Background: an optimization exercise with open tools, aiming at small area. Do not read the settings as production practice.
Function was checked by simulation only, so behaviour that the tests miss may differ from the original.
No activity file was given, so power comes from the tool's default toggle rates.

==> inputs of run B <==
// clock
module clock(
    input CP,                    
    input _CR,                   
    input mode,                  
    input adjust,                
    input time_mode,             
    input active_alarm,          
    input left,                  
    input right,                 
    input up,                    
    input down,                  
    input apply,                 
    output [15:0] start_light,   
    output [7:0] select_light,   
    output [7:0] display_char    
    );
==> module reminder, before the edit <==
module reminder(
    input _CR,
    input CP,
    input en_1Hz,
    input start_light_hour,
    input start_light_alarm,
    input [4:0] st,
    input [3:0] su,
    input [4:0] ht,
    input [3:0] hu,
    input active_alarm,
    output [15:0] start_light    
);
    reg [4:0] ct;
    reg [3:0] cu;
    reg lit1;
    reg [4:0] alarm_cnt;
    wire sec0  = (st == 5'd0) & (su == 4'd0);
    wire hour0 = (ht == 5'd0) & (hu == 4'd0);
    wire cnt0  = (ct == 5'd0) & (cu == 4'd0);
    always @(posedge CP, negedge _CR) begin
        if (~_CR) begin
            ct <= 0;
            cu <= 0;
            lit1 <= 0;
            alarm_cnt <= 0;
        end else if (en_1Hz) begin
            if (((start_light_hour & sec0) | ~cnt0) & ~hour0) begin
                if ((ct == ht) & (cu == hu)) begin
                    ct <= 0; cu <= 0; lit1 <= 0;
                end else begin
                    lit1 <= cu[0];
                    if ((ct == 5'd25) & (cu == 4'd5)) begin
                        ct <= 0; cu <= 0;
                    end else if (cu == 4'd9) begin
                        ct <= ct + 5'd1; cu <= 0;
                    end else begin
                        cu <= cu + 4'd1;
                    end
                end
            end else begin
                ct <= 0; cu <= 0; lit1 <= 0;
            end
            if (active_alarm & (start_light_alarm | (alarm_cnt != 0)))
                alarm_cnt <= alarm_cnt + 5'd1;
            else
                alarm_cnt <= 0;
        end
    end
    localparam [511:0] PATS = {
        16'b0011111111111111, 16'b0001111100000111, 16'b0010101000010101, 16'b0001010111101010,
        16'b0011100001111100, 16'b0000011110000011, 16'b0010011001100111, 16'b0001100110011000,
        16'b0011000011100001, 16'b0011110000001111, 16'b0000001111110000, 16'b0001010110000010,
        16'b0010101001111101, 16'b0011111100000011, 16'b0000000011111100, 16'b0010101010101010,
        16'b0001010101010101, 16'b0000110011001100, 16'b0011001100110011, 16'b0010000110000001,
        16'b0010001111000001, 16'b0010001111110001, 16'b0010011111111001, 16'b0010111111111101,
        16'b0011111111111111, 16'b0011111100111111, 16'b0011111000011111, 16'b0011110000001111,
        16'b0011100000000111, 16'b0011000000000011, 16'b0010000000000001, 16'b0000000000000000};
    wire [13:0] pattern = PATS[{alarm_cnt, 4'b0000} +: 14];
    assign start_light = {pattern, lit1, cu[0]};
endmodule
export LEC_CHECK = 0
export ABC_AREA = 1
export CAP_MARGIN = 20
export CORE_MARGIN = 2
export CORE_UTILIZATION = 40
export SLEW_MARGIN = 20
create_clock -name core_clock -period 10.0 [get_ports {CP}]
standard.sh (not shown) runs the stock make flow with config.mk's settings and CLKGATE_MAP_FILE= SYNTH_SCRIPT=/design/flow/synth_recipe.tcl, a recipe that flattens the netlist after the stock synthesis.
==> flow/flow/run.sh <==
#!/bin/bash
# Own flow: the standard layout (standard.sh) with these ORFS changes:
#  - synthesis maps logic with an area-only ABC script (flow/area.abc) and
#    without the half/full adder cell extraction (ADDER_MAP_FILE empty);
#  - ports are buffered with sky130_fd_sc_hd__buf_1;
#  - CTS without dummy loads.
# Each tool's output stays in orfs/logs; make's output goes to standard.log.
set -euo pipefail
here=$(pwd)
rm -rf "$here/scripts"
cp -r "$FLOW_HOME/scripts" "$here/scripts"
cp "$here/flow/area.abc" "$here/scripts/abc_area.script"
export SCRIPTS_DIR="$here/scripts"
export ADDER_MAP_FILE=
export BUFFER_PORTS_ARGS="-buffer_cell sky130_fd_sc_hd__buf_1"
export CTS_ARGS="-sink_clustering_enable -repair_clock_nets -buf_list sky130_fd_sc_hd__clkbuf_4 -root_buf sky130_fd_sc_hd__clkbuf_8 -dont_use_dummy_load"
bash standard.sh > "$here/standard.log" 2>&1
==> flow/flow/area.abc <==
strash
dc2
dch -f
amap
strash
dc2
dch -f
amap
topo
==> run G: changes against run B <==
--- a/flow/design.v
+++ b/flow/design.v
@@ -547,14 +547,14 @@
         end
     end
-    localparam [511:0] PATS = {
-        16'b0011111111111111, 16'b0001111100000111, 16'b0010101000010101, 16'b0001010111101010,
-        16'b0011100001111100, 16'b0000011110000011, 16'b0010011001100111, 16'b0001100110011000,
-        16'b0011000011100001, 16'b0011110000001111, 16'b0000001111110000, 16'b0001010110000010,
-        16'b0010101001111101, 16'b0011111100000011, 16'b0000000011111100, 16'b0010101010101010,
-        16'b0001010101010101, 16'b0000110011001100, 16'b0011001100110011, 16'b0010000110000001,
-        16'b0010001111000001, 16'b0010001111110001, 16'b0010011111111001, 16'b0010111111111101,
-        16'b0011111111111111, 16'b0011111100111111, 16'b0011111000011111, 16'b0011110000001111,
-        16'b0011100000000111, 16'b0011000000000011, 16'b0010000000000001, 16'b0000000000000000};
-    wire [13:0] pattern = PATS[{alarm_cnt, 4'b0000} +: 14];
+    localparam [447:0] PATS = {
+        14'b11111111111111, 14'b01111100000111, 14'b10101000010101, 14'b01010111101010,
+        14'b11100001111100, 14'b00011110000011, 14'b10011001100111, 14'b01100110011000,
+        14'b11000011100001, 14'b11110000001111, 14'b00001111110000, 14'b01010110000010,
+        14'b10101001111101, 14'b11111100000011, 14'b00000011111100, 14'b10101010101010,
+        14'b01010101010101, 14'b00110011001100, 14'b11001100110011, 14'b10000110000001,
+        14'b10001111000001, 14'b10001111110001, 14'b10011111111001, 14'b10111111111101,
+        14'b11111111111111, 14'b11111100111111, 14'b11111000011111, 14'b11110000001111,
+        14'b11100000000111, 14'b11000000000011, 14'b10000000000001, 14'b00000000000000};
+    wire [13:0] pattern = PATS[alarm_cnt * 14 +: 14];
     assign start_light = {pattern, lit1, cu[0]};
 endmodule
==> flow/run.sh (new file) <==
#!/bin/bash
# synth_recipe.tcl (not shown) runs the flow's synth.tcl, then flattens the netlist and writes it again
# the make line also repeats each setting of config.mk as NAME=value (left out here)
make -C /OpenROAD-flow-scripts/flow DESIGN_CONFIG=/design/flow/config.mk WORK_HOME=/design/flow/orfs CLKGATE_MAP_FILE= SYNTH_SCRIPT=/design/flow/synth_recipe.tcl finish
Settings changed: CTS_BUF_LIST from default to sky130_fd_sc_hd__clkbuf_4 sky130_fd_sc_hd__clkbuf_8, CTS_CLUSTER_DIAMETER from default to 50, CTS_CLUSTER_SIZE from default to 20.
removed: flow/flow/run.sh
removed: flow/flow/area.abc
removed: flow/standard.sh
==> comparison table <==
Reported combinational group power: run B 0.000532 W; run G 0.000588 W
Termination of the worst setup path: run B decoder_u0.code[0]; run G start_light[2]
Critical setup path kind: run B in2reg; run G reg2out
Synth Cell Area: run B 8060 µm²; run G 9930 µm²
Largest stage delay on the critical path: run B 670 ps; run G 740 ps
Post-synthesis share of cell area spent on xor and xnor gates: run B 0%; run G 3.87%
Signal buffers share of area: run B 2.62%; run G 4.02%
Peak-usage layer in the global routing report: run B met1; run G met2
Run status: run B no timing/DRC/antenna violations; run G no timing/DRC/antenna violations
Die Width: run B 146 µm; run G 162 µm
Proportion of cell area occupied by multi-input gates: run B 49.0%; run G 53.2%
Critical path depth in cells: run B 12; run G 7
Maximum vdd ir drop: run B 0.0761 mV; run G 0.0703 mV
Wirelength per Cell: run B 18.1 µm; run G 15.4 µm
Share of the yosys chip area belonging to registers: run B 38.5%; run G 31.2%
Commonest non-fill, non-tap cell in the layout: run B sky130_fd_sc_hd__nor2_1; run G sky130_fd_sc_hd__nand2_1
Net Sw Frac: run B 41.4%; run G 40.0%

==> port drivers added, routing unchanged <==
In the flow no input, the clock included, has a driving cell. The finished layouts below were timed again as built, in two steps.
Step 1: set_driving_cell puts a clkbuf_16 on CP and a buf_2 on each other input, an assumption about the parent block.
Step 2 moves the port delays by t, midway between the first and last clock arrival at a register: inputs arrive t later, outputs are due t later. That takes back most of the time a late clock gives input paths.
Three values: ideal, step 1, step 2; two values: the first two.
run | shift t [ns] | setup WS [ns] | clock arrival spread, ns | worst data-port slew with drivers (ns) | pins driven straight from the clock port
run B | 0.455 | 4.099 / 4.115 / 3.660 | 0.037 / 0.037 | 0.03 | 1
run G | 0.483 | 4.662 / 4.624 / 5.037 | 0.017 / 0.016 | 0.03 | 1
After both steps every run listed still meets setup and hold. The setup slack of run B, which loses most, moves by +0.016 ns with the drivers and by -0.439 ns with both steps.
